Context: an optimization exercise on an open-source flow, tuned for small area. The choices shown serve that exercise and are no tape-out recipe.
Only simulation tests tie the RTL to the original design; equivalence was not proved.
Power is estimated from default activity; no workload was simulated.

run a:
==> module baud_rate_generator, before the edit <==
module baud_rate_generator #(
    parameter DIVISOR = 651
)(
    input  wire clk,
    input  wire reset,
    output wire tick
);
    function [9:0] lfsr_after;
        input integer n;
        integer i;
        reg [9:0] x;
        begin
            x = 10'd0;
            for (i = 0; i < n; i = i + 1)
                x = {x[8:0], ~(x[9] ^ x[6])};
            lfsr_after = x;
        end
    endfunction
    localparam [9:0] LAST = lfsr_after(DIVISOR - 1);
    reg [9:0] counter;
    assign tick = (counter == LAST);
    always @(posedge clk) begin
        if (reset || tick)
            counter <= 10'd0;
        else
            counter <= {counter[8:0], ~(counter[9] ^ counter[6])};
    end
endmodule
export LEC_CHECK = 0
export CAP_MARGIN = 20
export CORE_MARGIN = 2
export CORE_UTILIZATION = 70
export PLACE_DENSITY = 0.85
export SLEW_MARGIN = 20
create_clock -name core_clock -period 10.0 [get_ports {clk}]
standard.sh (not shown) runs the stock make flow with config.mk's settings and CLKGATE_MAP_FILE= SYNTH_SCRIPT=/design/flow/synth_recipe.tcl, a recipe that flattens the netlist after the stock synthesis.
==> flow/flow/run.sh <==
#!/bin/bash
# Layout flow: the standard ORFS flow (standard.sh) with these changes:
#  - synthesis: no full/half-adder extraction (ADDER_MAP_FILE empty), and ABC is run with each of
#    a set of area-oriented scripts (written below into abc_scripts/) in turn, keeping the
#    smallest netlist (flow/abc_pick.tcl). Everything before ABC, the flip-flop mapping and
#    everything after ABC is ORFS's synth.tcl as is;
#  - ports are buffered with buf_1;
#  - CTS builds its tree from clkbuf_4 cells and inserts no dummy loads.
# Floorplan, power grid, tap cells, placement, CTS, routing and finishing are the standard flow.
# Each tool's full output is in orfs/logs/ (one log per step); make's output is in run_make.log.
set -euo pipefail
W=$(pwd)
FLOWDIR=$W/flow

# ABC scripts: logic optimisation x choice computation x area-recovering standard-cell mapping
mkdir -p "$W/abc_scripts"
PRE_p0="strash"
PRE_p1=$'strash\ndc2'
PRE_p2=$'strash\n&get -n\n&fraig -x\n&put\ndc2\nstrash'
PRE_p3=$'strash\ndc2\ndc2\nstrash'
PRE_p4=$'strash\nrewrite\nrefactor\nbalance\nrewrite -z\nrefactor -z\nrewrite -z\nbalance\nstrash'
CH_c0="dch"
CH_c1="dch -f"
MAP_m1="amap -F 4 -A 50 -C 1000"
MAP_m4="amap -F 8 -A 100 -C 5000"
MAP_m5="amap -F 2 -A 20 -C 500"
MAP_m6="amap -F 4 -A 50 -C 1000 -m"
for p in p0 p1 p2 p3 p4; do
  for c in c0 c1; do
    for m in m1 m4 m5 m6; do
      pv=PRE_$p; cv=CH_$c; mv=MAP_$m
      printf '%s\n%s\n%s\n' "${!pv}" "${!cv}" "${!mv}" > "$W/abc_scripts/$p$c$m.script"
    done
  done
done

sed "s|^  log_cmd abc {\*}\$abc_args|  source $FLOWDIR/abc_pick.tcl|" \
  "$FLOW_HOME/scripts/synth.tcl" > "$W/synth_mod.tcl"
grep -q abc_pick.tcl "$W/synth_mod.tcl"
sed "s|\$::env(SCRIPTS_DIR)/synth.tcl|$W/synth_mod.tcl|" "$W/synth_recipe.tcl" > "$W/synth_recipe_mod.tcl"
grep -q synth_mod.tcl "$W/synth_recipe_mod.tcl"

bash "$W/standard.sh" \
  SYNTH_SCRIPT="$W/synth_recipe_mod.tcl" \
  ADDER_MAP_FILE= \
  MY_ABC_SCRIPTS="$(ls "$W"/abc_scripts/*.script | tr '\n' ' ')" \
  BUFFER_PORTS_ARGS="-buffer_cell sky130_fd_sc_hd__buf_1" \
  CTS_ARGS="-sink_clustering_enable -repair_clock_nets -dont_use_dummy_load -buf_list sky130_fd_sc_hd__clkbuf_4 -root_buf sky130_fd_sc_hd__clkbuf_4" \
  finish > "$W/run_make.log" 2>&1
Other scripts of this flow, unchanged in this note and not shown: flow/flow/abc_pick.tcl
Edits applied to the flow inputs when going from run a to run b:
--- a/flow/design.v
+++ b/flow/design.v
@@ -52,16 +52,16 @@
             for (i = 0; i < n; i = i + 1)
                 x = {x[8:0], ~(x[9] ^ x[6])};
             lfsr_after = x;
         end
     endfunction
-    localparam [9:0] LAST = lfsr_after(DIVISOR - 1);
+    localparam [9:0] FIRST = lfsr_after(1023 - (DIVISOR - 1));
     reg [9:0] counter;
-    assign tick = (counter == LAST);
+    assign tick = (counter == 10'd0);
     always @(posedge clk) begin
         if (reset || tick)
-            counter <= 10'd0;
+            counter <= FIRST;
         else
             counter <= {counter[8:0], ~(counter[9] ^ counter[6])};
     end
 endmodule
 `timescale 1ns / 1ps
Compare run a and run b | maximum number of pins on one net before global-route repair lower: run b
Unique cell type count in the Yosys netlist: run b vs run a up 1
Run a and run b ended up with roughly the same placed cell count.
On combinational group share of total power: run b sits below run a.
Area of combinational cells with multiple inputs (run b vs. run a) increases slightly
Summary: with run a as the reference, wire length of the first global-routing pass in run b moved up by a few percent.

## afterwards: timing with drivers on the ports
How much do the figures lean on ideal ports? The routed layouts below were timed once more, with nothing changed but the port constraints. Step 1: set_driving_cell puts a clkbuf_16 on clk and a buf_2 on each other input, an assumption about the parent block. Step 2 moves the port delays by t, midway between the first and last clock arrival at a register: inputs arrive t later, outputs are due t later. That takes back most of the time a late clock gives input paths. Slacks: ideal / step 1 / step 2; pairs: ideal / step 1.
| run | t (ns) | setup slack, ns | worst setup path at the end | slew at the worst register clock pin (ns) |
|---|---|---|---|---|
| run a | 0.407 | 1.059 / 1.032 / 1.439 | register to output | 0.09 / 0.09 |
| run b | 0.396 | 0.916 / 0.889 / 1.285 | register to output | 0.09 / 0.09 |
After both steps every run listed still meets setup and hold.
